This design comes from an exercise in tuning for small area, a short achievable clock period and few clock cycles on the open sky130 flow, not from production work. Function was not checked in any run shown here: the RTL went through the layout flow alone. Power is estimated from default activity; no workload was simulated.

**constraint.sdc**
```tcl
create_clock -name core_clock -period 4.5 [get_ports {clk}]
set_input_delay 0.9000 -clock core_clock [delete_from_list [all_inputs] [get_ports {clk}]]
set_output_delay 0.9000 -clock core_clock [all_outputs]
set_load 0.01 [all_outputs]
```
**flow/run.sh**
```bash
#!/bin/bash
set -euo pipefail
bash standard.sh BUFFER_PORTS_ARGS="-buffer_cell sky130_fd_sc_hd__buf_1" finish > standard.log 2>&1
```
**design.v**
```verilog
module MU0(in_data, rst_n, clk,
           out_data, out_address, memrq, rnw);
    input  [15:0] in_data;
    input         rst_n, clk;
    output [15:0] out_data;
    output [11:0] out_address;
    output        memrq, rnw;
    reg         ex;      
    reg         fe;      
    reg         rs;      
    reg         ka, ub, sb;
    reg         sel;     
    reg  [15:0] ir;
    reg  [11:0] pc;
    reg  [15:0] acc;
    wire [3:0] op   = ir[15:12];
    wire       hop  = op[3] | (op[2:0] == 3'b111);
    wire       dop  = ~op[3] & ~op[2];
    wire       jop  = ~op[3] & op[2] & ~(op[1] & op[0]);
    assign out_address = sel ? ir[11:0] : pc;
    assign memrq       = fe | rs | (ex & ~hop);
    assign rnw         = ~(ex & (op == 4'b0001));
    assign out_data    = acc;
    wire [15:0] a_op  = ka ? acc : 16'd0;
    wire [15:0] b_op  = ub ? ir  : 16'd0;
    wire [15:0] pg = a_op ^ b_op;
    wire [15:0] gg = a_op & b_op;
    wire cin = sb;
    wire [15:0] cy;
    wire g0c = gg[0] | pg[0] & cin;
    wire G_1_0 = gg[1] | pg[1] & g0c;
    wire P_1_0 = pg[1] & pg[0];
    wire G_2_0 = gg[2] | pg[2] & G_1_0;
    wire P_2_0 = pg[2] & P_1_0;
    wire G_3_2 = gg[3] | pg[3] & gg[2];
    wire P_3_2 = pg[3] & pg[2];
    wire G_3_0 = G_3_2 | P_3_2 & G_1_0;
    wire P_3_0 = P_3_2 & P_1_0;
    wire G_4_0 = gg[4] | pg[4] & G_3_0;
    wire P_4_0 = pg[4] & P_3_0;
    wire G_5_4 = gg[5] | pg[5] & gg[4];
    wire P_5_4 = pg[5] & pg[4];
    wire G_5_0 = G_5_4 | P_5_4 & G_3_0;
    wire P_5_0 = P_5_4 & P_3_0;
    wire G_6_4 = gg[6] | pg[6] & G_5_4;
    wire P_6_4 = pg[6] & P_5_4;
    wire G_6_0 = G_6_4 | P_6_4 & G_3_0;
    wire P_6_0 = P_6_4 & P_3_0;
    wire G_7_6 = gg[7] | pg[7] & gg[6];
    wire P_7_6 = pg[7] & pg[6];
    wire G_7_4 = G_7_6 | P_7_6 & G_5_4;
    wire P_7_4 = P_7_6 & P_5_4;
    wire G_7_0 = G_7_4 | P_7_4 & G_3_0;
    wire P_7_0 = P_7_4 & P_3_0;
    wire G_8_0 = gg[8] | pg[8] & G_7_0;
    wire P_8_0 = pg[8] & P_7_0;
    wire G_9_8 = gg[9] | pg[9] & gg[8];
    wire P_9_8 = pg[9] & pg[8];
    wire G_9_0 = G_9_8 | P_9_8 & G_7_0;
    wire P_9_0 = P_9_8 & P_7_0;
    wire G_10_8 = gg[10] | pg[10] & G_9_8;
    wire P_10_8 = pg[10] & P_9_8;
    wire G_10_0 = G_10_8 | P_10_8 & G_7_0;
    wire P_10_0 = P_10_8 & P_7_0;
    wire G_11_10 = gg[11] | pg[11] & gg[10];
    wire P_11_10 = pg[11] & pg[10];
    wire G_11_8 = G_11_10 | P_11_10 & G_9_8;
    wire P_11_8 = P_11_10 & P_9_8;
    wire G_11_0 = G_11_8 | P_11_8 & G_7_0;
    wire P_11_0 = P_11_8 & P_7_0;
    wire G_12_8 = gg[12] | pg[12] & G_11_8;
    wire P_12_8 = pg[12] & P_11_8;
    wire G_12_0 = G_12_8 | P_12_8 & G_7_0;
    wire P_12_0 = P_12_8 & P_7_0;
    wire G_13_12 = gg[13] | pg[13] & gg[12];
    wire P_13_12 = pg[13] & pg[12];
    wire G_13_8 = G_13_12 | P_13_12 & G_11_8;
    wire P_13_8 = P_13_12 & P_11_8;
    wire G_13_0 = G_13_8 | P_13_8 & G_7_0;
    wire P_13_0 = P_13_8 & P_7_0;
    wire G_14_12 = gg[14] | pg[14] & G_13_12;
    wire P_14_12 = pg[14] & P_13_12;
    wire G_14_8 = G_14_12 | P_14_12 & G_11_8;
    wire P_14_8 = P_14_12 & P_11_8;
    wire G_14_0 = G_14_8 | P_14_8 & G_7_0;
    wire P_14_0 = P_14_8 & P_7_0;
    wire G_15_14 = gg[15] | pg[15] & gg[14];
    wire P_15_14 = pg[15] & pg[14];
    wire G_15_12 = G_15_14 | P_15_14 & G_13_12;
    wire P_15_12 = P_15_14 & P_13_12;
    wire G_15_8 = G_15_12 | P_15_12 & G_11_8;
    wire P_15_8 = P_15_12 & P_11_8;
    wire G_15_0 = G_15_8 | P_15_8 & G_7_0;
    wire P_15_0 = P_15_8 & P_7_0;
    assign cy = {G_14_0,G_13_0,G_12_0,G_11_0,G_10_0,G_9_0,G_8_0,G_7_0,G_6_0,G_5_0,G_4_0,G_3_0,G_2_0,G_1_0,g0c, cin};
    wire [15:0] acc_n = pg ^ cy;
    wire [15:0] zk    = {a_op[14:0] | b_op[14:0], sb};
    wire        acc_nz = |(pg ^ zk);
    wire        pc_en = fe | (ex & jop);
    wire [3:0]  nop   = in_data[15:12];
    wire        ntake = (nop[1:0] == 2'b00) |
                        (nop[1:0] == 2'b01 & ~acc_n[15]) |
                        (nop[1:0] == 2'b10 & acc_nz);
    wire        sel_n = ~(ex & dop) & ~nop[3] & (~nop[2] | ntake);
    wire        sub_x = ex & (op == 4'b0011);
    always @(posedge clk) begin
        ir  <= in_data ^ {16{sub_x}};
        acc <= acc_n;
        if (~rst_n) begin
            ex  <= 1'b0;
            fe  <= 1'b0;
            rs  <= 1'b1;
            ka  <= 1'b0;
            ub  <= 1'b0;
            sb  <= 1'b0;
            sel <= 1'b0;
            pc  <= 12'd0;
        end else begin
            ex  <= fe | rs | (ex & jop);
            fe  <= ex & dop;
            rs  <= 1'b0;
            ka  <= ~(ex & (op == 4'b0000));
            ub  <= ex & dop & (op[1:0] != 2'b01);
            sb  <= sub_x;
            sel <= sel_n;
            if (pc_en)
                pc <= out_address + 12'd1;
        end
    end
endmodule
```
**standard.sh**
```bash
#!/bin/bash
# synth_recipe.tcl (not shown) runs the flow's synth.tcl, then flattens the netlist and writes it again
# the make line also repeats each setting of config.mk as NAME=value (left out here)
make -C /OpenROAD-flow-scripts/flow DESIGN_CONFIG=/design/flow/config.mk WORK_HOME=/design/flow/orfs CLKGATE_MAP_FILE= SYNTH_SCRIPT=/design/flow/synth_recipe.tcl "${@:-finish}"
```
**config.mk**
```make
export PLATFORM = sky130hd
export DESIGN_NAME = MU0
export DESIGN_NICKNAME = MU0
export VERILOG_FILES = /design/flow/design.v
export SDC_FILE = /design/flow/constraint.sdc
export NUM_CORES = 4
export LEC_CHECK = 0
export CAP_MARGIN = 20
export CORE_MARGIN = 2
export CORE_UTILIZATION = 40
export SETUP_SLACK_MARGIN = 2.0
export SLEW_MARGIN = 20
```
==> results.txt, run 1 <==
# TYPE chip_impl_metric gauge
chip_impl_info{name="setup.worst_path.start_class",value="flip-flop"} 1
chip_impl_metric{name="slew_violations",unit=""} 0
chip_impl_metric{name="die_width",unit="um"} 91.5
chip_impl_metric{name="firstDrtPassIters",unit=""} 4
chip_impl_metric{name="syn_area",unit="mm2"} 0.00307
chip_impl_info{name="crit_family",value="adder cells"} 1
chip_impl_metric{name="ant_nets",unit=""} 0
chip_impl_metric{name="final_core_utilization",unit=""} 0.490
chip_impl_info{name="clock_tree_from_tritoncts",value="yes"} 1
chip_impl_info{name="regToRegEndpoint",value="acc[8]"} 1
chip_impl_metric{name="worst_skew_pair_later_pin_latency",unit="ps"} 310
chip_impl_metric{name="insertedDiodeCount",unit=""} 0
chip_impl_info{name="status",value="timing/DRC/antenna clean"} 1
chip_impl_metric{name="placement.setup.worst_slack",unit="ps"} 1800
chip_impl_info{name="cpMaxStageDelayCell",value="sky130_fd_sc_hd__fa_1"} 1
chip_impl_metric{name="final_nets",unit=""} 457
chip_impl_metric{name="timing.critical_path.fanout_max",unit=""} 4
chip_impl_metric{name="syn_nets",unit=""} 400
chip_impl_info{name="crit_type",value="flip-flop to flip-flop"} 1
chip_impl_metric{name="timing.critical_path.depth",unit=""} 12
chip_impl_metric{name="period_share",unit=""} 0.541
chip_impl_metric{name="tightestPinTransition",unit="ps"} 939
chip_impl_metric{name="fmax",unit="GHz"} 0.410
chip_impl_metric{name="cts_max_path_buffers",unit=""} 2
chip_impl_metric{name="timing.setup.tns",unit="ps"} 0
chip_impl_info{name="hp-start",value="pc[9]"} 1
chip_impl_metric{name="fin_area",unit="mm2"} 0.00359
chip_impl_metric{name="worst-r2r-cell-count",unit=""} 12
chip_impl_metric{name="wl_per_cell",unit="um"} 13.7
chip_impl_metric{name="post-route-min-period",unit="ps"} 2440
chip_impl_metric{name="routed-via-count",unit=""} 2419
chip_impl_metric{name="postRouteWirelength",unit="um"} 6940
chip_impl_metric{name="numClockSinks",unit=""} 51
chip_impl_info{name="holdCritPathClass",value="flip-flop to flip-flop"} 1
chip_impl_metric{name="portBuffers",unit=""} 47
chip_impl_metric{name="max-slew-margin-rel",unit=""} 0.374
chip_impl_metric{name="synth_enable_flop_cells",unit=""} 0
chip_impl_metric{name="global_route_wire_length_before_repair",unit="um"} 11600
chip_impl_info{name="path_common_cell",value="sky130_fd_sc_hd__fa_2"} 1
chip_impl_info{name="hold-path-endpoint",value="pc[9]"} 1
chip_impl_metric{name="drc",unit=""} 0
chip_impl_info{name="netlist_top_cells_area",value="sky130_fd_sc_hd__dfxtp_1 (33%), sky130_fd_sc_hd__ha_1 (12%), sky130_fd_sc_hd__xor2_1 (10%)"} 1
chip_impl_metric{name="max_stage_delay",unit="ps"} 410
chip_impl_metric{name="irDropWorstVdd",unit="V"} 0.000170
chip_impl_metric{name="hpwlAfterDp",unit="um"} 5220
chip_impl_metric{name="cell_area_placed",unit="mm2"} 0.00334
chip_impl_metric{name="ioPinCount",unit=""} 48
chip_impl_metric{name="setup_viol_count_final",unit=""} 0
chip_impl_metric{name="syn-mean-instance-area",unit="um2"} 8.81
chip_impl_metric{name="cts.reportedPaths.clkPinSlew",unit="ps"} 100
chip_impl_metric{name="finalHoldViolations",unit=""} 0
chip_impl_metric{name="setup.reg_to_reg.worst_slack",unit="ps"} 2060
chip_impl_metric{name="grt.total_usage",unit=""} 0.174
chip_impl_metric{name="die_area",unit="mm2"} 0.00838
chip_impl_info{name="timing.critical_path.to_type",value="flip-flop"} 1
chip_impl_metric{name="die_height",unit="um"} 91.5
chip_impl_info{name="layout_common_cells",value="sky130_fd_sc_hd__dfxtp_1 (47), sky130_fd_sc_hd__buf_1 (47), sky130_fd_sc_hd__inv_1 (40)"} 1
chip_impl_info{name="crit-reg2reg-launch",value="ka"} 1
chip_impl_metric{name="power_per_cell_area",unit="mW/mm2"} 266
chip_impl_metric{name="grt_start_max_net_pins",unit=""} 21
chip_impl_metric{name="ys_warn_count",unit=""} 1
chip_impl_metric{name="timing.critical_path.arrival",unit="ps"} 2690
chip_impl_metric{name="postSynthRegisterBits",unit=""} 51
chip_impl_info{name="synth-main-ff-cell",value="sky130_fd_sc_hd__dfxtp_1"} 1
chip_impl_metric{name="final.setup_skew",unit="ps"} 6.67
chip_impl_metric{name="starting_density_of_the_core",unit=""} 0.418
chip_impl_metric{name="syn2layout_area_growth",unit="%"} 17.1
chip_impl_info{name="yosysTopAreaCell",value="sky130_fd_sc_hd__dfxtp_1"} 1
chip_impl_metric{name="drt-vias-per-instance",unit=""} 4.79
chip_impl_metric{name="ratio_of_cells_with_drive_above_1_in_the_final_layout",unit=""} 0.133
chip_impl_metric{name="cp.required",unit="ps"} 4760
chip_impl_metric{name="row_count",unit=""} 31
chip_impl_metric{name="grt_pass1_vias",unit=""} 2516
chip_impl_metric{name="synthCells",unit=""} 348
chip_impl_metric{name="drv_cap",unit=""} 0
chip_impl_metric{name="first_iter_violations",unit=""} 71
chip_impl_info{name="grt_setup_unrepaired",value="true"} 1
chip_impl_metric{name="worst_hold_depth",unit=""} 2
chip_impl_metric{name="timing.critical_path.buf_inv",unit=""} 2
chip_impl_metric{name="routabilityCongestion",unit=""} 0.754
chip_impl_metric{name="ctsHoldBuffers",unit=""} 0
chip_impl_metric{name="core_area",unit="mm2"} 0.00733
chip_impl_metric{name="cts-buffers-inserted",unit=""} 5
chip_impl_metric{name="synthArstFlopShare",unit=""} 0
chip_impl_metric{name="leakage",unit="nW"} 1.77
chip_impl_metric{name="worst_slack",unit="ps"} 2060
chip_impl_metric{name="synth_cell_type_count",unit=""} 46
chip_impl_metric{name="antenna_violations_before_repair",unit=""} 0
chip_impl_metric{name="grt_overflow",unit=""} 0
chip_impl_info{name="crit_chain",value="nand2_4 > fa_2 > inv_2 > fa_2 > a21o_1 > a21oi_2 > o21ai_2 > and2_4 > o21a_1 > nor2_2 > fa_1 > inv_1"} 1
chip_impl_info{name="clock-root-buffer",value="sky130_fd_sc_hd__clkbuf_8"} 1
chip_impl_metric{name="post-synth-top-area-fraction",unit=""} 0.333
chip_impl_metric{name="ys_seq_area_frac",unit=""} 0.333
chip_impl_metric{name="htree_levels",unit=""} 2
## per-stage QoR
stage | std cells | hold WS, ps | total power [mW]
final | 505 | 458 | 0.954
after global routing | 505 | 501 | 1.00
after CTS | 504 | 459 | 0.958
after detailed placement | 485 | 446 | 0.625
after global placement | 484 | 437 | 0.623
after floorplan | 348 | 431 | 0.586
## cell usage after synthesis, types with 2 or more instances
cell,count
sky130_fd_sc_hd__dfxtp_1,51
sky130_fd_sc_hd__a211oi_1,2
sky130_fd_sc_hd__and2_1,10
sky130_fd_sc_hd__nand4_1,4
sky130_fd_sc_hd__nand3_1,13
sky130_fd_sc_hd__o21a_1,3
sky130_fd_sc_hd__or4_1,2
sky130_fd_sc_hd__nand2b_1,4
sky130_fd_sc_hd__nor4_1,3
sky130_fd_sc_hd__xor2_1,35
sky130_fd_sc_hd__a21oi_1,19
sky130_fd_sc_hd__buf_4,2
sky130_fd_sc_hd__fa_1,5
sky130_fd_sc_hd__nor3_1,4
sky130_fd_sc_hd__xnor2_1,11
sky130_fd_sc_hd__and3_1,4
sky130_fd_sc_hd__a31o_2,2
sky130_fd_sc_hd__nand2_1,38
sky130_fd_sc_hd__buf_1,2
sky130_fd_sc_hd__nor2_1,16
sky130_fd_sc_hd__mux2i_1,5
sky130_fd_sc_hd__a21o_1,5
sky130_fd_sc_hd__ha_1,29
sky130_fd_sc_hd__and3b_1,2
sky130_fd_sc_hd__o21ai_0,6
sky130_fd_sc_hd__mux2_2,7
sky130_fd_sc_hd__inv_1,42
sky130_fd_sc_hd__clkbuf_1,4
## worst register-to-register path: stages, from the launching register on
cell	delay, ps
sky130_fd_sc_hd__dfxtp_4	370
sky130_fd_sc_hd__nand2_4	80
sky130_fd_sc_hd__fa_2	200
sky130_fd_sc_hd__inv_2	40
sky130_fd_sc_hd__fa_2	330
sky130_fd_sc_hd__a21o_1	190
sky130_fd_sc_hd__a21oi_2	160
sky130_fd_sc_hd__o21ai_2	80
sky130_fd_sc_hd__and2_4	160
sky130_fd_sc_hd__o21a_1	200
sky130_fd_sc_hd__nor2_2	100
sky130_fd_sc_hd__fa_1	410
sky130_fd_sc_hd__inv_1	60
## routing by layer
metal	track usage	up-vias	wire length, um
met5	0	-	0
met4	0.0429	0	62
met3	0.0415	6	239
met2	0.300	43	3380
met1	0.218	1117	3250
li1	-	1253	-
## what timing repair did
item / 4_1_cts / 5_1_grt
gates resized for setup: 11 / 7
buffers inserted: 11 / 1
endpoints found under the setup margin: 15 / 5
pin swaps: 9 / 8
## cell families (layout without fill, tap and decap cells)
family | after synthesis | in the layout | synth area share
DFF | 51 | 51 | 0.333
buffers and inverters | 52 | 110 | 0.0690
and+or+nand+nor | 108 | 108 | 0.179
muxes | 12 | 12 | 0.0420
xor gates and xnor gates | 46 | 46 | 0.131
adders and majority gates | 34 | 34 | 0.151
AOI/OAI and AO/OA | 45 | 45 | 0.0947
## layout make-up
cell class,count,area (um2)
clock inverters,3,46.3
multi-input cells,245,1890
well taps,99,124
clock buffers,5,68.8
fillers,725,3740
flip-flops and latches,51,1030
inverters,42,158
repair buffers,60,274
## registers in the layout (all words and copies together) (netlist names)
signal  cells
ir         16
ex          1
fe          1
ub          1
sel         1
sb          1
rs          1
ka          1
pc         12
acc        16
## power breakdown
group	internal (mW)	total [mW]	switching (mW)
combinational	0.0552	0.126	0.0709
clock	0.168	0.333	0.165
sequential	0.472	0.495	0.0230
total	0.695	0.954	0.259
## worst max path at each step
| stage | to | start |
|---|---|---|
| finish | acc[8] | ka |
| CTS | acc[8] | ub |
| detailed placement | acc[8] | ka |
| global route | acc[8] | ka |
| floorplan | acc[8] | ub |
| global placement | acc[9] | ka |
==> run 2: changes to the inputs <==
--- a/config.mk
+++ b/config.mk
@@ -8,5 +8,5 @@
 export CAP_MARGIN = 20
 export CORE_MARGIN = 2
 export CORE_UTILIZATION = 40
-export SETUP_SLACK_MARGIN = 2.0
+export SETUP_SLACK_MARGIN = 1.7
 export SLEW_MARGIN = 20
==> run 2 against run 1 <==
Non-clock buffer count decreased by 9. Combinational power decreased by 4%. Power decreased by 2.2%. Die area unchanged. Hold slack got worse by 4.4 ps. Sequential power about the same. Worst setup slack got worse by 210 ps. Global-route usage decreased by 1.1 points. Via count decreased by 0.45%. Synthesized area unchanged. Wire length decreased by 4.3%. Fmax decreased by 8.0%. Largest power group unchanged.
==> results.txt, run 2 <==
# TYPE chip_impl_metric gauge
chip_impl_metric{name="grt_start_max_net_pins",unit=""} 21
chip_impl_metric{name="synth_cell_type_count",unit=""} 46
chip_impl_metric{name="setup_viol_count_final",unit=""} 0
chip_impl_metric{name="portBuffers",unit=""} 47
chip_impl_metric{name="ys_warn_count",unit=""} 1
chip_impl_metric{name="synthAdderAreaFrac",unit=""} 0.151
chip_impl_metric{name="cts-buffers-inserted",unit=""} 5
chip_impl_info{name="status",value="timing/DRC/antenna clean"} 1
chip_impl_metric{name="global_route_wire_length_before_repair",unit="um"} 10800
chip_impl_metric{name="leakage",unit="nW"} 1.71
chip_impl_metric{name="wl_per_cell",unit="um"} 13.4
chip_impl_metric{name="worst_slack",unit="ps"} 1850
chip_impl_info{name="layout_top_registers",value="acc (16), ir (16), pc (12)"} 1
chip_impl_metric{name="drt-vias-per-instance",unit=""} 4.86
chip_impl_info{name="crit_type",value="flip-flop to flip-flop"} 1
chip_impl_metric{name="multiInputGateArea",unit="mm2"} 0.00184
chip_impl_metric{name="syn-mean-instance-area",unit="um2"} 8.81
chip_impl_metric{name="row_count",unit=""} 31
chip_impl_info{name="yosysTopAreaCell",value="sky130_fd_sc_hd__dfxtp_1"} 1
chip_impl_metric{name="drc",unit=""} 0
chip_impl_metric{name="timing.critical_path.buf_inv",unit=""} 2
chip_impl_metric{name="postSynthRegisterBits",unit=""} 51
chip_impl_metric{name="ratio_of_cells_with_drive_above_1_in_the_final_layout",unit=""} 0.0707
chip_impl_info{name="timing.critical_path.to_type",value="flip-flop"} 1
chip_impl_metric{name="numClockSinks",unit=""} 51
chip_impl_metric{name="tightestPinTransition",unit="ps"} 913
chip_impl_metric{name="yosys-mux-area-fraction",unit=""} 0.0420
chip_impl_metric{name="cts_max_path_buffers",unit=""} 2
chip_impl_metric{name="htree_levels",unit=""} 2
chip_impl_metric{name="slew_violations",unit=""} 0
chip_impl_metric{name="max_stage_delay",unit="ps"} 430
chip_impl_metric{name="irDropWorstVdd",unit="V"} 0.000136
chip_impl_info{name="synth-main-ff-cell",value="sky130_fd_sc_hd__dfxtp_1"} 1
chip_impl_metric{name="post-route-min-period",unit="ps"} 2650
chip_impl_metric{name="placement.setup.worst_slack",unit="ps"} 1320
chip_impl_metric{name="fillerInstances",unit=""} 725
chip_impl_info{name="main_combinational_cell_family_by_area_after_synthesis",value="simple AND/OR/NAND/NOR gates"} 1
chip_impl_info{name="grt_setup_unrepaired",value="false"} 1
chip_impl_info{name="ys_top_cells_by_count",value="sky130_fd_sc_hd__dfxtp_1 (51), sky130_fd_sc_hd__inv_1 (42), sky130_fd_sc_hd__nand2_1 (38)"} 1
chip_impl_metric{name="grt_pass1_vias",unit=""} 2304
chip_impl_metric{name="timing.setup.tns",unit="ps"} 0
chip_impl_metric{name="hold_slack",unit="ps"} 453
chip_impl_metric{name="syn_nets",unit=""} 400
chip_impl_metric{name="cell_area_placed",unit="mm2"} 0.00332
chip_impl_metric{name="final_core_utilization",unit=""} 0.472
chip_impl_metric{name="core_area",unit="mm2"} 0.00733
chip_impl_metric{name="firstDrtPassIters",unit=""} 4
chip_impl_metric{name="cts.reportedPaths.clkPinSlew",unit="ps"} 90
chip_impl_metric{name="synth_enable_flop_cells",unit=""} 0
chip_impl_metric{name="worst_skew_pair_later_pin_latency",unit="ps"} 310
chip_impl_metric{name="grt_overflow",unit=""} 0
chip_impl_metric{name="final.setup_skew",unit="ps"} 8.79
chip_impl_info{name="netlist_top_cells_area",value="sky130_fd_sc_hd__dfxtp_1 (33%), sky130_fd_sc_hd__ha_1 (12%), sky130_fd_sc_hd__xor2_1 (10%)"} 1
chip_impl_info{name="layout.cells.most_common",value="sky130_fd_sc_hd__dfxtp_1"} 1
chip_impl_metric{name="hpwlAfterDp",unit="um"} 5100
chip_impl_metric{name="insertedDiodeCount",unit=""} 0
chip_impl_info{name="crit_family",value="adder cells"} 1
chip_impl_info{name="path_common_cell",value="sky130_fd_sc_hd__fa_1"} 1
chip_impl_info{name="synthMostInstantiatedCell",value="sky130_fd_sc_hd__dfxtp_1"} 1
chip_impl_metric{name="layout.area.seq",unit="mm2"} 0.00103
chip_impl_metric{name="ctsHoldBuffers",unit=""} 0
chip_impl_metric{name="die_height",unit="um"} 91.5
chip_impl_metric{name="grt.total_usage",unit=""} 0.163
chip_impl_info{name="crit_chain",value="nand2_1 > fa_1 > inv_1 > fa_1 > a21o_1 > a21oi_2 > o21ai_2 > and2_1 > o21a_1 > nor2_1 > fa_1 > inv_1"} 1
chip_impl_metric{name="ioPinCount",unit=""} 48
chip_impl_info{name="setup.worst_path.start_class",value="flip-flop"} 1
chip_impl_metric{name="die_width",unit="um"} 91.5
chip_impl_info{name="cpMaxStageDelayCell",value="sky130_fd_sc_hd__fa_1"} 1
chip_impl_metric{name="postRouteWirelength",unit="um"} 6640
chip_impl_metric{name="synth_xor_area_frac",unit=""} 0.131
chip_impl_metric{name="timing.critical_path.arrival",unit="ps"} 2910
chip_impl_metric{name="first_iter_violations",unit=""} 90
chip_impl_metric{name="yosys.area_share.simple",unit=""} 0.179
chip_impl_metric{name="synthArstFlopShare",unit=""} 0
chip_impl_metric{name="drv_cap",unit=""} 0
chip_impl_info{name="holdCritPathClass",value="flip-flop to flip-flop"} 1
chip_impl_metric{name="fmax",unit="GHz"} 0.378
chip_impl_metric{name="routabilityCongestion",unit=""} 0.775
chip_impl_metric{name="final_nets",unit=""} 448
chip_impl_info{name="layout_common_cells",value="sky130_fd_sc_hd__dfxtp_1 (48), sky130_fd_sc_hd__buf_1 (47), sky130_fd_sc_hd__inv_1 (42)"} 1
chip_impl_metric{name="starting_density_of_the_core",unit=""} 0.418
chip_impl_metric{name="worst_hold_depth",unit=""} 2
chip_impl_metric{name="cp.required",unit="ps"} 4760
chip_impl_metric{name="max-slew-margin-rel",unit=""} 0.392
chip_impl_metric{name="antenna_violations_before_repair",unit=""} 0
chip_impl_metric{name="ant_nets",unit=""} 0
chip_impl_metric{name="fin_area",unit="mm2"} 0.00346
chip_impl_metric{name="synthCells",unit=""} 348
chip_impl_info{name="clock_tree_from_tritoncts",value="yes"} 1
chip_impl_metric{name="die_area",unit="mm2"} 0.00838
chip_impl_metric{name="routed-via-count",unit=""} 2408
chip_impl_metric{name="syn_area",unit="mm2"} 0.00307
chip_impl_metric{name="worst-r2r-cell-count",unit=""} 12
chip_impl_metric{name="power_per_cell_area",unit="mW/mm2"} 270
chip_impl_metric{name="ys_seq_area_frac",unit=""} 0.333
chip_impl_metric{name="period_share",unit=""} 0.588
chip_impl_metric{name="syn2layout_area_growth",unit="%"} 12.9
chip_impl_info{name="clock-root-buffer",value="sky130_fd_sc_hd__clkbuf_8"} 1
chip_impl_metric{name="timing.critical_path.depth",unit=""} 12
chip_impl_metric{name="post-synth-top-area-fraction",unit=""} 0.333
chip_impl_metric{name="timing.critical_path.fanout_max",unit=""} 16
chip_impl_metric{name="synth_compound_area_frac",unit=""} 0.0947
chip_impl_metric{name="finalHoldViolations",unit=""} 0
-- run 2: cell counts after synthesis --
Identical to the previous run, type by type.
-- run 2: cell families after synthesis --
logic type / after synthesis
and+or+nand+nor: 108
adders and majority gates: 34
DFF: 51
xor gates and xnor gates: 46
muxes: 12
AOI/OAI and AO/OA: 45
buffers and inverters: 52
-- run 2: repair_timing --
action	CTS	global route
setup buffers	0	3
resized for setup	6	2
pin swaps	0	1
setup endpoints to repair	7	2
-- run 2: layout make-up --
cell class / instances / share of cell area
sequential: 51 / 0.298
clock inverter: 1 / 0.00868
clock buffer: 6 / 0.0210
inverter: 42 / 0.0456
multi-input combinational: 245 / 0.532
tap: 99 / 0.0358
timing repair buffer: 51 / 0.0597
-- run 2: worst register-to-register path: stages, from the launching register on --
cell and delay (ps):
sky130_fd_sc_hd__dfxtp_4 400, sky130_fd_sc_hd__nand2_1 120, sky130_fd_sc_hd__fa_1 180, sky130_fd_sc_hd__inv_1 50, sky130_fd_sc_hd__fa_1 400, sky130_fd_sc_hd__a21o_1 200
sky130_fd_sc_hd__a21oi_2 150, sky130_fd_sc_hd__o21ai_2 100, sky130_fd_sc_hd__and2_1 190, sky130_fd_sc_hd__o21a_1 190, sky130_fd_sc_hd__nor2_1 130, sky130_fd_sc_hd__fa_1 430
sky130_fd_sc_hd__inv_1 60
-- run 2: routing by layer --
layer	wire length (um)	track usage
met4	74	0.0492
met1	3160	0.215
met3	268	0.0332
met2	3130	0.268
met5	0	0
-- run 2: power breakdown --
group | internal [mW] | switching (mW) | leakage, nW
Clock | 0.163 | 0.156 | 0.0513
Sequential | 0.472 | 0.0210 | 0.421
Combinational | 0.0520 | 0.0691 | 1.23
Total | 0.687 | 0.246 | 1.71
-- run 2: path summary, 6_finish.rpt --
| check | startpoint | endpoint | slack (ps) |
|---|---|---|---|
| setup reg to reg | ub | acc[8] | 1850 |
| hold reg to reg | pc[9] | pc[9] | 450 |
| setup / recovery | ub | acc[8] | 1850 |
| hold / removal | pc[9] | pc[9] | 450 |
-- run 2: through the flow --
stage / power, mW / instances
finish: 0.933 / 495
global route: 0.980 / 495
CTS: 0.943 / 492
detailed placement: 0.624 / 485
global placement: 0.623 / 485
floorplan: 0.585 / 348
==> run 3: changes to the inputs <==
--- a/config.mk
+++ b/config.mk
@@ -7,6 +7,6 @@
 export LEC_CHECK = 0
 export CAP_MARGIN = 20
 export CORE_MARGIN = 2
-export CORE_UTILIZATION = 40
-export SETUP_SLACK_MARGIN = 1.7
+export CORE_UTILIZATION = 65
+export SETUP_SLACK_MARGIN = 2.0
 export SLEW_MARGIN = 20
==> run 3 against run 2 <==
Critical path depth did not move. Power rose by 0.39%. Worst setup slack improved by 170 ps. Critical path type unchanged. Critical endpoint is now acc[9]. Largest cell class unchanged. Largest power group unchanged. Highest routed layer unchanged.
==> results.txt, run 3 <==
# TYPE chip_impl_metric gauge
chip_impl_metric{name="synth_enable_flop_cells",unit=""} 0
chip_impl_metric{name="die_height",unit="um"} 72.7
chip_impl_metric{name="layout.area.seq",unit="mm2"} 0.00103
chip_impl_metric{name="numClockSinks",unit=""} 51
chip_impl_metric{name="fmax",unit="GHz"} 0.404
chip_impl_metric{name="htree_levels",unit=""} 2
chip_impl_metric{name="grt_overflow",unit=""} 0
chip_impl_metric{name="insertedDiodeCount",unit=""} 0
chip_impl_metric{name="grt_start_max_net_pins",unit=""} 21
chip_impl_metric{name="finalHoldViolations",unit=""} 0
chip_impl_info{name="globalRoute.busiestLayer",value="met2"} 1
chip_impl_info{name="ys_top_cells_by_count",value="sky130_fd_sc_hd__dfxtp_1 (51), sky130_fd_sc_hd__inv_1 (42), sky130_fd_sc_hd__nand2_1 (38)"} 1
chip_impl_metric{name="fin_cells",unit=""} 452
chip_impl_metric{name="grt_pass1_vias",unit=""} 2401
chip_impl_info{name="cpMaxStageDelayCell",value="sky130_fd_sc_hd__fa_1"} 1
chip_impl_info{name="setup.worst_path.start_class",value="flip-flop"} 1
chip_impl_info{name="holdCritPathClass",value="flip-flop to flip-flop"} 1
chip_impl_info{name="layout_top_registers",value="acc (16), ir (16), pc (12)"} 1
chip_impl_info{name="status",value="timing/DRC/antenna clean"} 1
chip_impl_info{name="timing.critical_path.to_type",value="flip-flop"} 1
chip_impl_info{name="layout_common_cells",value="sky130_fd_sc_hd__dfxtp_1 (47), sky130_fd_sc_hd__buf_1 (46), sky130_fd_sc_hd__inv_1 (42)"} 1
chip_impl_metric{name="grt_util_met2",unit=""} 0.444
chip_impl_metric{name="routed-via-count",unit=""} 2481
chip_impl_metric{name="power",unit="uW"} 937
chip_impl_info{name="clock-root-buffer",value="sky130_fd_sc_hd__clkbuf_8"} 1
chip_impl_metric{name="global_route_wire_length_before_repair",unit="um"} 11000
chip_impl_metric{name="setup_viol_count_final",unit=""} 0
chip_impl_metric{name="timing.critical_path.arrival",unit="ps"} 2680
chip_impl_metric{name="post-route-min-period",unit="ps"} 2480
chip_impl_metric{name="syn-mean-instance-area",unit="um2"} 8.81
chip_impl_metric{name="grt_util_met1",unit=""} 0.352
chip_impl_metric{name="die_area",unit="mm2"} 0.00528
chip_impl_metric{name="syn_nets",unit=""} 400
chip_impl_metric{name="cts-buffers-inserted",unit=""} 5
chip_impl_metric{name="routabilityCongestion",unit=""} 0.879
chip_impl_metric{name="ctsHoldBuffers",unit=""} 0
chip_impl_metric{name="synthCells",unit=""} 348
chip_impl_metric{name="ys_warn_count",unit=""} 1
chip_impl_metric{name="fillerInstances",unit=""} 333
chip_impl_metric{name="multiInputGateArea",unit="mm2"} 0.00188
chip_impl_metric{name="syn2layout_area_growth",unit="%"} 13.6
chip_impl_metric{name="irDropWorstVdd",unit="V"} 0.000205
chip_impl_metric{name="first_iter_violations",unit=""} 144
chip_impl_metric{name="worst_skew_pair_later_pin_latency",unit="ps"} 310
chip_impl_metric{name="timing.setup.tns",unit="ps"} 0
chip_impl_metric{name="final_nets",unit=""} 452
chip_impl_metric{name="postRouteWirelength",unit="um"} 6590
chip_impl_metric{name="cts_max_path_buffers",unit=""} 2
chip_impl_metric{name="tightestPinTransition",unit="ps"} 887
chip_impl_metric{name="drt-vias-per-instance",unit=""} 5.49
chip_impl_metric{name="use_met3",unit=""} 0.0525
chip_impl_info{name="layout.cells.most_common",value="sky130_fd_sc_hd__dfxtp_1"} 1
chip_impl_metric{name="starting_density_of_the_core",unit=""} 0.690
chip_impl_info{name="synth-main-ff-cell",value="sky130_fd_sc_hd__dfxtp_1"} 1
chip_impl_metric{name="core_area",unit="mm2"} 0.00444
chip_impl_metric{name="ratio_of_cells_with_drive_above_1_in_the_final_layout",unit=""} 0.113
chip_impl_metric{name="postSynthRegisterBits",unit=""} 51
chip_impl_metric{name="cp.required",unit="ps"} 4700
chip_impl_metric{name="post-synth-top-area-fraction",unit=""} 0.333
chip_impl_info{name="synthMostInstantiatedCell",value="sky130_fd_sc_hd__dfxtp_1"} 1
chip_impl_metric{name="final.setup_skew",unit="ps"} 7.93
chip_impl_metric{name="ys_seq_area_frac",unit=""} 0.333
chip_impl_metric{name="portBuffers",unit=""} 47
chip_impl_metric{name="row_count",unit=""} 24
chip_impl_metric{name="ioPinCount",unit=""} 48
chip_impl_metric{name="synthArstFlopShare",unit=""} 0
chip_impl_metric{name="max-slew-margin-rel",unit=""} 0.409
chip_impl_info{name="clock_tree_from_tritoncts",value="yes"} 1
chip_impl_metric{name="hpwlAfterDp",unit="um"} 4880
chip_impl_info{name="path_common_cell",value="sky130_fd_sc_hd__fa_1"} 1
chip_impl_info{name="crit_chain",value="nand2_2 > fa_1 > inv_1 > fa_2 > a21o_1 > a21oi_2 > o21ai_2 > and2_4 > o21a_1 > nor2_2 > fa_1 > xnor2_1"} 1
chip_impl_metric{name="antenna_violations_before_repair",unit=""} 0
chip_impl_metric{name="grt.total_usage",unit=""} 0.269
chip_impl_metric{name="max_stage_delay",unit="ps"} 380
chip_impl_metric{name="drc",unit=""} 0
chip_impl_info{name="grt_setup_unrepaired",value="true"} 1
chip_impl_metric{name="firstDrtPassIters",unit=""} 4
chip_impl_metric{name="die_width",unit="um"} 72.7
chip_impl_metric{name="power_per_cell_area",unit="mW/mm2"} 269
chip_impl_metric{name="timing.critical_path.fanout_max",unit=""} 3
chip_impl_metric{name="wl_per_cell",unit="um"} 14.6
chip_impl_info{name="netlist_top_cells_area",value="sky130_fd_sc_hd__dfxtp_1 (33%), sky130_fd_sc_hd__ha_1 (12%), sky130_fd_sc_hd__xor2_1 (10%)"} 1
chip_impl_metric{name="period_share",unit=""} 0.550
chip_impl_metric{name="syn_area",unit="mm2"} 0.00307
chip_impl_info{name="yosysTopAreaCell",value="sky130_fd_sc_hd__dfxtp_1"} 1
chip_impl_metric{name="drv_cap",unit=""} 0
chip_impl_metric{name="leakage",unit="nW"} 1.74
chip_impl_metric{name="setup.reg_to_reg.worst_slack",unit="ps"} 2020
chip_impl_metric{name="synth_cell_type_count",unit=""} 46
chip_impl_metric{name="ant_nets",unit=""} 0
chip_impl_metric{name="cts.reportedPaths.clkPinSlew",unit="ps"} 100
chip_impl_metric{name="slew_violations",unit=""} 0
chip_impl_metric{name="placedCellCount",unit=""} 437
chip_impl_info{name="crit_type",value="flip-flop to flip-flop"} 1
chip_impl_metric{name="hold_slack",unit="ps"} 471
chip_impl_metric{name="timing.critical_path.buf_inv",unit=""} 1
chip_impl_info{name="crit_family",value="adder cells"} 1
==> run 3: worst paths after layout <==
path                               end  depth (start not counted)   from
worst max register to register  acc[9]                         12     ka
worst max-delay path            acc[9]                         12     ka
worst min register to register   pc[6]                          2  pc[6]
worst min-delay path             pc[6]                          2  pc[6]
==> run 3: area by class of cell <==
class / instances / area share
sequential: 51 / 0.297
clock inverter: 2 / 0.0108
multi-input combinational: 245 / 0.540
clock buffer: 5 / 0.0198
tap: 52 / 0.0187
timing repair buffer: 55 / 0.0683
inverter: 42 / 0.0453
==> run 3: power by group <==
group          total, mW  leakage, nW  switching (mW)  internal [mW]
logic              0.126         1.27          0.0717         0.0545
clock network      0.317       0.0502           0.154          0.163
registers          0.494        0.421          0.0216          0.472
total              0.937         1.74           0.248          0.689
==> run 3: per-layer routing <==
metal  vias to the layer above  wire (um)
met5                         -          0
met4                         0        157
met3                        15        244
met2                        64       3120
met1                      1167       3070
li1                       1235          -
==> run 3: kinds of logic (layout without fill, tap and decap cells) <==
kind of cell | count (synthesis) | after routing | synth area share
AND/OR/NAND/NOR | 108 | 108 | 0.179
buffers and inverters | 52 | 104 | 0.0690
flip-flops | 51 | 51 | 0.333
XOR/XNOR | 46 | 46 | 0.131
AO/OA/AOI/OAI | 45 | 45 | 0.0947
adder cells (fa/ha/maj) | 34 | 34 | 0.151
multiplexers | 12 | 12 | 0.0420
==> run 3: metrics by stage <==
stage	cell area (um2)	util	worst slack, ps
floorplan	3100	-	2010
global placement	3270	0.736	1900
detailed placement	3270	0.736	1800
CTS	3440	0.773	1990
global route	3480	0.784	1880
finish	3480	0.784	2020
==> run 3: worst min-delay path, stage by stage (launching register included) <==
cell and delay, ps:
sky130_fd_sc_hd__dfxtp_1 330, sky130_fd_sc_hd__nand2_1 60, sky130_fd_sc_hd__a21oi_1 50
==> run 3: repair_timing <==
action,CTS,global route
setup endpoints to repair,14,10
setup buffers,7,1
endpoints found under the hold margin,0,0
resized for setup,3,9
pin swaps,1,2
==> run 4: changes to the inputs <==
--- a/design.v
+++ b/design.v
@@ -94,8 +94,7 @@
     wire P_15_0 = P_15_8 & P_7_0;
     assign cy = {G_14_0,G_13_0,G_12_0,G_11_0,G_10_0,G_9_0,G_8_0,G_7_0,G_6_0,G_5_0,G_4_0,G_3_0,G_2_0,G_1_0,g0c, cin};
     wire [15:0] acc_n = pg ^ cy;
-    wire [15:0] zk    = {a_op[14:0] | b_op[14:0], sb};
-    wire        acc_nz = |(pg ^ zk);
+    wire        acc_nz = |acc_n;
     wire        pc_en = fe | (ex & jop);
     wire [3:0]  nop   = in_data[15:12];
     wire        ntake = (nop[1:0] == 2'b00) |
--- a/config.mk
+++ b/config.mk
@@ -7,6 +7,6 @@
 export LEC_CHECK = 0
 export CAP_MARGIN = 20
 export CORE_MARGIN = 2
-export CORE_UTILIZATION = 65
+export CORE_UTILIZATION = 40
 export SETUP_SLACK_MARGIN = 2.0
 export SLEW_MARGIN = 20
==> run 4 against run 3 <==
Clock skew hardly changed. First-iteration DRC count is 62% lower. Hold slack worse by 10 ps. Critical path depth up 1.
==> results.txt, run 4 <==
# TYPE chip_impl_metric gauge
chip_impl_info{name="clock-root-buffer",value="sky130_fd_sc_hd__clkbuf_8"} 1
chip_impl_metric{name="drc",unit=""} 0
chip_impl_metric{name="synthCells",unit=""} 296
chip_impl_metric{name="synth_cell_type_count",unit=""} 42
chip_impl_metric{name="grt_start_max_net_pins",unit=""} 22
chip_impl_info{name="holdCritPathClass",value="flip-flop to flip-flop"} 1
chip_impl_info{name="netlist_top_cells_area",value="sky130_fd_sc_hd__dfxtp_1 (38%), sky130_fd_sc_hd__and2_1 (7.1%), sky130_fd_sc_hd__xor2_1 (6.8%)"} 1
chip_impl_metric{name="ys_warn_count",unit=""} 1
chip_impl_info{name="setup.worst_path.start_class",value="flip-flop"} 1
chip_impl_metric{name="tightestPinTransition",unit="ps"} 941
chip_impl_info{name="synthMostInstantiatedCell",value="sky130_fd_sc_hd__dfxtp_1"} 1
chip_impl_info{name="crit_type",value="flip-flop to flip-flop"} 1
chip_impl_metric{name="postSynthRegisterBits",unit=""} 51
chip_impl_metric{name="leakage",unit="nW"} 1.41
chip_impl_metric{name="numClockSinks",unit=""} 51
chip_impl_metric{name="clock_power_share",unit=""} 0.321
chip_impl_info{name="clock_tree_from_tritoncts",value="yes"} 1
chip_impl_metric{name="global_route_wire_length_before_repair",unit="um"} 9760
chip_impl_metric{name="cts.reportedPaths.clkPinSlew",unit="ps"} 100
chip_impl_metric{name="period_share",unit=""} 0.693
chip_impl_metric{name="row_count",unit=""} 30
chip_impl_metric{name="placement.setup.worst_slack",unit="ps"} 1150
chip_impl_info{name="grt_setup_unrepaired",value="true"} 1
chip_impl_info{name="timing.critical_path.to_type",value="flip-flop"} 1
chip_impl_metric{name="synthArstFlopShare",unit=""} 0
chip_impl_metric{name="final_nets",unit=""} 385
chip_impl_metric{name="routabilityCongestion",unit=""} 0.877
chip_impl_metric{name="grt_overflow",unit=""} 0
chip_impl_metric{name="cts-buffers-inserted",unit=""} 5
chip_impl_metric{name="ioPinCount",unit=""} 48
chip_impl_metric{name="portBuffers",unit=""} 47
chip_impl_info{name="layout.cells.most_common",value="sky130_fd_sc_hd__dfxtp_1"} 1
chip_impl_metric{name="post-route-min-period",unit="ps"} 3120
chip_impl_metric{name="timing.critical_path.arrival",unit="ps"} 3310
chip_impl_metric{name="antenna_violations_before_repair",unit=""} 0
chip_impl_metric{name="hpwlAfterDp",unit="um"} 4410
chip_impl_metric{name="timing.setup.tns",unit="ps"} 0
chip_impl_metric{name="worst_slack",unit="ps"} 1380
chip_impl_metric{name="power_per_cell_area",unit="mW/mm2"} 264
chip_impl_metric{name="worst_skew_pair_later_pin_latency",unit="ps"} 310
chip_impl_metric{name="starting_density_of_the_core",unit=""} 0.407
chip_impl_metric{name="postRouteWirelength",unit="um"} 5880
chip_impl_metric{name="setup_viol_count_final",unit=""} 0
chip_impl_metric{name="syn2layout_area_growth",unit="%"} 16.9
chip_impl_info{name="synth-main-ff-cell",value="sky130_fd_sc_hd__dfxtp_1"} 1
chip_impl_metric{name="syn_nets",unit=""} 333
chip_impl_metric{name="swShare",unit=""} 0.267
chip_impl_metric{name="ys_seq_area_frac",unit=""} 0.376
chip_impl_metric{name="die_width",unit="um"} 86.4
chip_impl_metric{name="slew_violations",unit=""} 0
chip_impl_metric{name="grt.total_usage",unit=""} 0.166
chip_impl_metric{name="ratio_of_cells_with_drive_above_1_in_the_final_layout",unit=""} 0.115
chip_impl_metric{name="syn_area",unit="mm2"} 0.00272
chip_impl_info{name="yosysTopAreaCell",value="sky130_fd_sc_hd__dfxtp_1"} 1
chip_impl_metric{name="synth_enable_flop_cells",unit=""} 0
chip_impl_metric{name="timing.critical_path.fanout_max",unit=""} 10
chip_impl_metric{name="htree_levels",unit=""} 2
chip_impl_metric{name="irDropWorstVdd",unit="V"} 0.000137
chip_impl_metric{name="routed-via-count",unit=""} 2111
chip_impl_metric{name="cp.required",unit="ps"} 4690
chip_impl_info{name="status",value="timing/DRC/antenna clean"} 1
chip_impl_metric{name="finalHoldViolations",unit=""} 0
chip_impl_metric{name="core_area",unit="mm2"} 0.00668
chip_impl_metric{name="power_frac_comb",unit=""} 0.101
chip_impl_info{name="layout_top_registers",value="acc (16), ir (16), pc (12)"} 1
chip_impl_metric{name="insertedDiodeCount",unit=""} 0
chip_impl_metric{name="fillerInstances",unit=""} 674
chip_impl_metric{name="final.setup_skew",unit="ps"} 8.18
chip_impl_metric{name="drt-vias-per-instance",unit=""} 4.92
chip_impl_metric{name="p_int",unit="uW"} 614
chip_impl_metric{name="max-slew-margin-rel",unit=""} 0.373
chip_impl_metric{name="wl_per_cell",unit="um"} 13.7
chip_impl_metric{name="sw_power",unit="uW"} 224
chip_impl_metric{name="grt_pass1_vias",unit=""} 2110
chip_impl_metric{name="drv_cap",unit=""} 0
chip_impl_metric{name="die_height",unit="um"} 86.4
chip_impl_metric{name="fmax",unit="GHz"} 0.321
chip_impl_metric{name="syn-mean-instance-area",unit="um2"} 9.18
chip_impl_info{name="layout_common_cells",value="sky130_fd_sc_hd__dfxtp_1 (48), sky130_fd_sc_hd__buf_1 (47), sky130_fd_sc_hd__and2_1 (31)"} 1
chip_impl_metric{name="firstDrtPassIters",unit=""} 4
chip_impl_metric{name="power.sequential.fraction",unit=""} 0.578
chip_impl_metric{name="cts_max_path_buffers",unit=""} 2
chip_impl_info{name="ys_top_cells_by_count",value="sky130_fd_sc_hd__dfxtp_1 (51), sky130_fd_sc_hd__and2_1 (31), sky130_fd_sc_hd__nor2_1 (26)"} 1
chip_impl_metric{name="first_iter_violations",unit=""} 55
chip_impl_metric{name="ant_nets",unit=""} 0
chip_impl_metric{name="die_area",unit="mm2"} 0.00747
chip_impl_metric{name="post-synth-top-area-fraction",unit=""} 0.376
run 4: worst paths after layout:
check | from | end | slack, ps | cells past startpoint
setup reg to reg | ub | sel | 1380 | 13
hold reg to reg | pc[9] | pc[9] | 460 | 2
setup / recovery | ub | sel | 1380 | 13
hold / removal | pc[9] | pc[9] | 460 | 2
run 4: worst max-delay path, cell delays in order (launching register included):
cell,delay (ps)
sky130_fd_sc_hd__dfxtp_4,360
sky130_fd_sc_hd__buf_4,150
sky130_fd_sc_hd__and2_1,170
sky130_fd_sc_hd__ha_1,340
sky130_fd_sc_hd__nand3_1,130
sky130_fd_sc_hd__nor3_1,200
sky130_fd_sc_hd__nor2_1,80
sky130_fd_sc_hd__fa_1,480
sky130_fd_sc_hd__inv_1,50
sky130_fd_sc_hd__nor4_2,260
sky130_fd_sc_hd__nand2_1,80
sky130_fd_sc_hd__or3_1,340
sky130_fd_sc_hd__a2111oi_2,230
sky130_fd_sc_hd__a211oi_1,120
run 4: power groups by stage:
stage / logic [mW] / clock network (mW) / registers, mW
3_3_place_gp: 0.0792 / 0 / 0.496
2_1_floorplan: 0.0591 / 0 / 0.489
4_1_cts: 0.0849 / 0.277 / 0.483
6_report: 0.0847 / 0.269 / 0.484
3_5_place_dp: 0.0803 / 0 / 0.497
5_1_grt: 0.0948 / 0.294 / 0.487
run 4: stage by stage:
step | instance area (um2) | cells | hold slack, ps | utilization | power [mW]
6_report | 3180 | 429 | 461 | 0.476 | 0.838
2_1_floorplan | 2730 | 296 | 429 | - | 0.548
5_1_grt | 3180 | 429 | 484 | 0.476 | 0.876
3_3_place_gp | 2970 | 415 | 437 | 0.445 | 0.576
4_1_cts | 3120 | 426 | 462 | 0.467 | 0.846
3_5_place_dp | 2970 | 415 | 448 | 0.445 | 0.577
run 4: cell families after synthesis:
group,synth area share
adder cells (fa/ha/maj),0.101
flip-flops,0.376
AO/OA/AOI/OAI,0.112
XOR/XNOR,0.110
multiplexers,0.0622
buffers and inverters,0.0396
AND/OR/NAND/NOR,0.200
run 4: cell type report:
type,instances,area [um2],share of cell area
Clock buffer,5,68.8,0.0217
Sequential cell,51,1030,0.325
Tap cell,80,100,0.0315
Timing Repair Buffer,54,229,0.0720
Multi-Input combinational cell,217,1660,0.521
Clock inverter,3,20.0,0.00630
Inverter,19,71.3,0.0224
run 4: timing repair:
| action | CTS | global route |
|---|---|---|
| pin swaps | 3 | 3 |
| endpoints found under the setup margin | 15 | 21 |
| gates resized for setup | 6 | 11 |
| setup buffers | 3 | 3 |
| hold buffers | 0 | 0 |
| hold endpoints to repair | 0 | 0 |
run 4: routing by layer:
| layer | GRT usage | part of all wire |
|---|---|---|
| met2 | 0.270 | 0.46 |
| met5 | 0 | 0 |
| met4 | 0.0469 | 0.010 |
| met3 | 0.0381 | 0.044 |
| met1 | 0.222 | 0.48 |
==> run 5: changes to the inputs <==
--- a/design.v
+++ b/design.v
@@ -18,8 +18,9 @@
     wire       dop  = ~op[3] & ~op[2];
     wire       jop  = ~op[3] & op[2] & ~(op[1] & op[0]);
     assign out_address = sel ? ir[11:0] : pc;
-    assign memrq       = fe | rs | (ex & ~hop);
-    assign rnw         = ~(ex & (op == 4'b0001));
+    reg         mrq, rd;
+    assign memrq       = mrq;
+    assign rnw         = rd;
     assign out_data    = acc;
     wire [15:0] a_op  = ka ? acc : 16'd0;
     wire [15:0] b_op  = ub ? ir  : 16'd0;
@@ -94,7 +95,8 @@
     wire P_15_0 = P_15_8 & P_7_0;
     assign cy = {G_14_0,G_13_0,G_12_0,G_11_0,G_10_0,G_9_0,G_8_0,G_7_0,G_6_0,G_5_0,G_4_0,G_3_0,G_2_0,G_1_0,g0c, cin};
     wire [15:0] acc_n = pg ^ cy;
-    wire        acc_nz = |acc_n;
+    wire [15:0] zk    = {a_op[14:0] | b_op[14:0], sb};
+    wire        acc_nz = |(pg ^ zk);
     wire        pc_en = fe | (ex & jop);
     wire [3:0]  nop   = in_data[15:12];
     wire        ntake = (nop[1:0] == 2'b00) |
@@ -102,6 +104,8 @@
                         (nop[1:0] == 2'b10 & acc_nz);
     wire        sel_n = ~(ex & dop) & ~nop[3] & (~nop[2] | ntake);
     wire        sub_x = ex & (op == 4'b0011);
+    wire        nex   = fe | rs | (ex & jop);
+    wire        nhop  = nop[3] | (nop[2:0] == 3'b111);
     always @(posedge clk) begin
         ir  <= in_data ^ {16{sub_x}};
         acc <= acc_n;
@@ -113,9 +117,13 @@
             ub  <= 1'b0;
             sb  <= 1'b0;
             sel <= 1'b0;
+            mrq <= 1'b1;
+            rd  <= 1'b1;
             pc  <= 12'd0;
         end else begin
-            ex  <= fe | rs | (ex & jop);
+            ex  <= nex;
+            mrq <= (ex & dop) | (nex & ~nhop);
+            rd  <= ~(nex & (nop == 4'b0001));
             fe  <= ex & dop;
             rs  <= 1'b0;
             ka  <= ~(ex & (op == 4'b0000));
==> run 5 against run 4 <==
Worst setup slack better by 620 ps. Highest routed layer unchanged. Clock power grew 3%. Hold slack improved by 5.5 ps. Count of clock-buffer cells in the layout unchanged. Critical endpoint unchanged. Power rose by 8.4%. Largest cell class unchanged. Utilization is 0.20 points lower.
==> results.txt, run 5 <==
# TYPE chip_impl_metric gauge
chip_impl_info{name="status",value="timing/DRC/antenna clean"} 1
chip_impl_metric{name="power.sequential.fraction",unit=""} 0.562
chip_impl_info{name="crit-reg2reg-launch",value="ka"} 1
chip_impl_metric{name="final_nets",unit=""} 461
chip_impl_metric{name="fmax",unit="GHz"} 0.400
chip_impl_metric{name="die_width",unit="um"} 92.2
chip_impl_metric{name="final.setup_skew",unit="ps"} 10.7
chip_impl_metric{name="synthArstFlopShare",unit=""} 0
chip_impl_info{name="regToRegEndpoint",value="sel"} 1
chip_impl_info{name="synthMostInstantiatedCell",value="sky130_fd_sc_hd__dfxtp_1"} 1
chip_impl_info{name="synth-main-ff-cell",value="sky130_fd_sc_hd__dfxtp_1"} 1
chip_impl_metric{name="wl_per_cell",unit="um"} 13.5
chip_impl_metric{name="ant_nets",unit=""} 0
chip_impl_metric{name="synth_compound_area_frac",unit=""} 0.104
chip_impl_metric{name="grt_overflow",unit=""} 0
chip_impl_metric{name="antenna_violations_before_repair",unit=""} 0
chip_impl_metric{name="global_route_wire_length_before_repair",unit="um"} 11800
chip_impl_metric{name="clock_power_share",unit=""} 0.304
chip_impl_info{name="ys_top_cells_by_count",value="sky130_fd_sc_hd__dfxtp_1 (53), sky130_fd_sc_hd__nand2_1 (41), sky130_fd_sc_hd__inv_1 (40)"} 1
chip_impl_metric{name="postRouteWirelength",unit="um"} 6930
chip_impl_metric{name="drc",unit=""} 0
chip_impl_info{name="hold-path-endpoint",value="pc[7]"} 1
chip_impl_metric{name="worst_hold_depth",unit=""} 2
chip_impl_metric{name="synthAdderAreaFrac",unit=""} 0.149
chip_impl_metric{name="detailroute.wirelength.met3",unit="um"} 219
chip_impl_metric{name="postSynthRegisterBits",unit=""} 53
chip_impl_metric{name="slew_violations",unit=""} 0
chip_impl_metric{name="starting_density_of_the_core",unit=""} 0.407
chip_impl_info{name="grt_setup_unrepaired",value="true"} 1
chip_impl_info{name="crit_type",value="flip-flop to flip-flop"} 1
chip_impl_metric{name="portBuffers",unit=""} 47
chip_impl_metric{name="cts-buffers-inserted",unit=""} 5
chip_impl_metric{name="routedLengthMet1",unit="um"} 3350
chip_impl_metric{name="die_height",unit="um"} 92.2
chip_impl_metric{name="row_count",unit=""} 32
chip_impl_metric{name="timing.critical_path.arrival",unit="ps"} 2700
chip_impl_metric{name="numClockSinks",unit=""} 53
chip_impl_metric{name="ys_warn_count",unit=""} 1
chip_impl_info{name="hp-start",value="pc[7]"} 1
chip_impl_metric{name="yosys-mux-area-fraction",unit=""} 0.0418
chip_impl_metric{name="post-synth-top-area-fraction",unit=""} 0.341
chip_impl_info{name="yosysTopAreaCell",value="sky130_fd_sc_hd__dfxtp_1"} 1
chip_impl_metric{name="syn2layout_area_growth",unit="%"} 16.4
chip_impl_info{name="main_combinational_cell_family_by_area_after_synthesis",value="simple AND/OR/NAND/NOR gates"} 1
chip_impl_metric{name="power",unit="uW"} 908
chip_impl_metric{name="timing.setup.tns",unit="ps"} 0
chip_impl_info{name="holdCritPathClass",value="flip-flop to flip-flop"} 1
chip_impl_metric{name="syn_nets",unit=""} 406
chip_impl_metric{name="htree_levels",unit=""} 2
chip_impl_metric{name="worst-r2r-cell-count",unit=""} 11
chip_impl_metric{name="power_frac_comb",unit=""} 0.134
chip_impl_metric{name="cts.reportedPaths.clkPinSlew",unit="ps"} 100
chip_impl_metric{name="swShare",unit=""} 0.280
chip_impl_info{name="layout_common_cells",value="sky130_fd_sc_hd__dfxtp_1 (49), sky130_fd_sc_hd__buf_1 (47), sky130_fd_sc_hd__inv_1 (40)"} 1
chip_impl_info{name="dr.max_layer_used",value="met4"} 1
chip_impl_metric{name="synth_cell_type_count",unit=""} 51
chip_impl_info{name="timing.critical_path.to_type",value="flip-flop"} 1
chip_impl_metric{name="syn_area",unit="mm2"} 0.00311
chip_impl_info{name="setup.worst_path.start_class",value="flip-flop"} 1
chip_impl_metric{name="die_area",unit="mm2"} 0.00850
chip_impl_metric{name="finalHoldViolations",unit=""} 0
chip_impl_metric{name="cts_max_path_buffers",unit=""} 2
chip_impl_metric{name="met2_length",unit="um"} 3240
chip_impl_metric{name="ratio_of_cells_with_drive_above_1_in_the_final_layout",unit=""} 0.124
chip_impl_metric{name="ioPinCount",unit=""} 48
chip_impl_metric{name="cp.required",unit="ps"} 4700
chip_impl_metric{name="synth_enable_flop_cells",unit=""} 0
chip_impl_metric{name="hpwlAfterDp",unit="um"} 5190
chip_impl_metric{name="period_share",unit=""} 0.555
chip_impl_metric{name="setup_viol_count_final",unit=""} 0
chip_impl_metric{name="first_iter_violations",unit=""} 98
chip_impl_info{name="netlist_top_cells_area",value="sky130_fd_sc_hd__dfxtp_1 (34%), sky130_fd_sc_hd__ha_1 (12%), sky130_fd_sc_hd__xor2_1 (7.9%)"} 1
chip_impl_metric{name="leakage",unit="nW"} 1.69
chip_impl_metric{name="grt_pass1_vias",unit=""} 2491
chip_impl_metric{name="syn-mean-instance-area",unit="um2"} 8.79
chip_impl_info{name="layout_top_registers",value="acc (16), ir (16), pc (12)"} 1
chip_impl_info{name="clock_tree_from_tritoncts",value="yes"} 1
chip_impl_metric{name="irDropWorstVdd",unit="V"} 0.000137
chip_impl_metric{name="tightestPinTransition",unit="ps"} 1000
chip_impl_metric{name="sw_power",unit="uW"} 254
chip_impl_metric{name="yosys.area_share.simple",unit=""} 0.166
chip_impl_metric{name="p_int",unit="uW"} 654
chip_impl_info{name="clock-root-buffer",value="sky130_fd_sc_hd__clkbuf_8"} 1
chip_impl_metric{name="grt_start_max_net_pins",unit=""} 19
chip_impl_metric{name="core_area",unit="mm2"} 0.00765
chip_impl_metric{name="drv_cap",unit=""} 0
chip_impl_metric{name="drt-vias-per-instance",unit=""} 4.82
chip_impl_metric{name="synth_xor_area_frac",unit=""} 0.135
chip_impl_metric{name="post-route-min-period",unit="ps"} 2500
chip_impl_metric{name="firstDrtPassIters",unit=""} 4
chip_impl_metric{name="grt.total_usage",unit=""} 0.171
chip_impl_metric{name="routabilityCongestion",unit=""} 0.834
chip_impl_metric{name="insertedDiodeCount",unit=""} 0
chip_impl_metric{name="ys_seq_area_frac",unit=""} 0.341
chip_impl_metric{name="timing.critical_path.fanout_max",unit=""} 4
chip_impl_metric{name="max-slew-margin-rel",unit=""} 0.331
chip_impl_metric{name="routed-via-count",unit=""} 2468
chip_impl_metric{name="worst_skew_pair_later_pin_latency",unit="ps"} 310
chip_impl_info{name="layout.cells.most_common",value="sky130_fd_sc_hd__dfxtp_1"} 1
chip_impl_metric{name="fillerInstances",unit=""} 750
chip_impl_metric{name="setup.reg_to_reg.worst_slack",unit="ps"} 2000
chip_impl_metric{name="synthCells",unit=""} 354
chip_impl_metric{name="power_per_cell_area",unit="mW/mm2"} 251
==> run 5: metal layers <==
layer / vias up / track usage
li1: 1269 / -
met1: 1143 / 0.239
met2: 45 / 0.275
met3: 11 / 0.0255
met4: 0 / 0.0460
met5: - / 0
==> run 5: layout make-up <==
| cell class | count | area (um2) | share of cell area |
|---|---|---|---|
| clock buffer | 5 | 68.8 | 0.0190 |
| clock inverter | 3 | 21.3 | 0.00587 |
| inverter | 40 | 150 | 0.0415 |
| multi-input combinational | 251 | 1910 | 0.527 |
| sequential | 53 | 1070 | 0.296 |
| tap | 102 | 128 | 0.0352 |
| timing repair buffer | 58 | 272 | 0.0750 |
==> run 5: critical path, stage by stage (launching register included) <==
cell	delay, ps
sky130_fd_sc_hd__dfxtp_4	390
sky130_fd_sc_hd__nand2_4	80
sky130_fd_sc_hd__fa_1	160
sky130_fd_sc_hd__inv_1	50
sky130_fd_sc_hd__fa_2	340
sky130_fd_sc_hd__a21oi_2	170
sky130_fd_sc_hd__nor2_1	70
sky130_fd_sc_hd__or2_1	240
sky130_fd_sc_hd__buf_4	140
sky130_fd_sc_hd__a221o_1	340
sky130_fd_sc_hd__a221oi_2	310
sky130_fd_sc_hd__o21ai_1	100
==> run 5: worst max-delay path by stage <==
| stage | depth (start not counted) | end | slack [ps] | from |
|---|---|---|---|---|
| 2_1_floorplan | 13 | acc[8] | 1980 | ub |
| 3_3_place_gp | 12 | acc[9] | 1860 | ka |
| 3_5_place_dp | 12 | acc[9] | 1780 | ka |
| 4_1_cts | 12 | acc[8] | 1970 | ka |
| 5_1_grt | 11 | sel | 1880 | ka |
| 6_report | 11 | sel | 2000 | ka |
==> run 5: kinds of logic after synthesis <==
group,after synthesis
xor+xnor,48
buf+inv,50
simple gates,107
fa+ha+maj,34
mux,12
flops,53
compound gates,50
==> run 5: metrics by stage <==
step | instances | utilization | hold slack [ps] | worst slack (ps) | cell area, um2
after floorplan | 354 | - | 431 | 1980 | 3150
after global placement | 494 | 0.443 | 438 | 1860 | 3390
after detailed placement | 494 | 0.443 | 452 | 1780 | 3390
after CTS | 512 | 0.470 | 467 | 1970 | 3600
after global routing | 512 | 0.474 | 489 | 1880 | 3620
final | 512 | 0.474 | 466 | 2000 | 3620
==> run 5: power by group through the flow <==
stage / Combinational, mW / Clock, mW / Sequential (mW)
after floorplan: 0.0893 / 0 / 0.511
after CTS: 0.121 / 0.287 / 0.510
final: 0.121 / 0.276 / 0.511
after global routing: 0.136 / 0.304 / 0.515
after detailed placement: 0.114 / 0 / 0.523
after global placement: 0.113 / 0 / 0.523
==> run 5: repair_timing <==
| action | 4_1_cts | 5_1_grt |
|---|---|---|
| setup buffers | 10 | 0 |
| hold buffers | 0 | 0 |
| endpoints found under the hold margin | 0 | 0 |
| pin swaps | 8 | 4 |
| resized for setup | 8 | 11 |
| setup endpoints to repair | 15 | 6 |

## static timing again, ports no longer ideal
How much do the figures lean on ideal ports? The routed layouts below were timed once more, with nothing changed but the port constraints. Step 1, drivers: a clkbuf_16 drives clk and a buf_2 each remaining input, both assumed. Step 2, shift: input delay + t, output delay - t, t = (earliest + latest rising clock arrival at the registers) / 2. This alone moves slack from input paths to output paths. Slacks: ideal ports / drivers / drivers and shift; pairs: ideal ports / drivers.
| run | t (ns) | slack for setup (ns) | worst hold slack (ns) | clock arrival spread, ns | worst data-port slew with drivers (ns) |
|---|---|---|---|---|---|
| run 1 | 0.337 | 2.063 / 2.062 / 2.063 | 0.458 / 0.458 / 0.458 | 0.006 / 0.007 | 0.03 |
| run 2 | 0.337 | 1.853 / 1.853 / 1.853 | 0.453 / 0.453 / 0.453 | 0.009 / 0.009 | 0.03 |
| run 3 | 0.329 | 2.024 / 2.024 / 2.024 | 0.471 / 0.471 / 0.471 | 0.008 / 0.008 | 0.04 |
| run 4 | 0.332 | 1.381 / 1.381 / 1.381 | 0.461 / 0.461 / 0.461 | 0.008 / 0.008 | 0.03 |
| run 5 | 0.335 | 2.002 / 2.002 / 2.002 | 0.466 / 0.466 / 0.466 | 0.010 / 0.011 | 0.03 |
After both steps setup and hold are still met in every run listed.
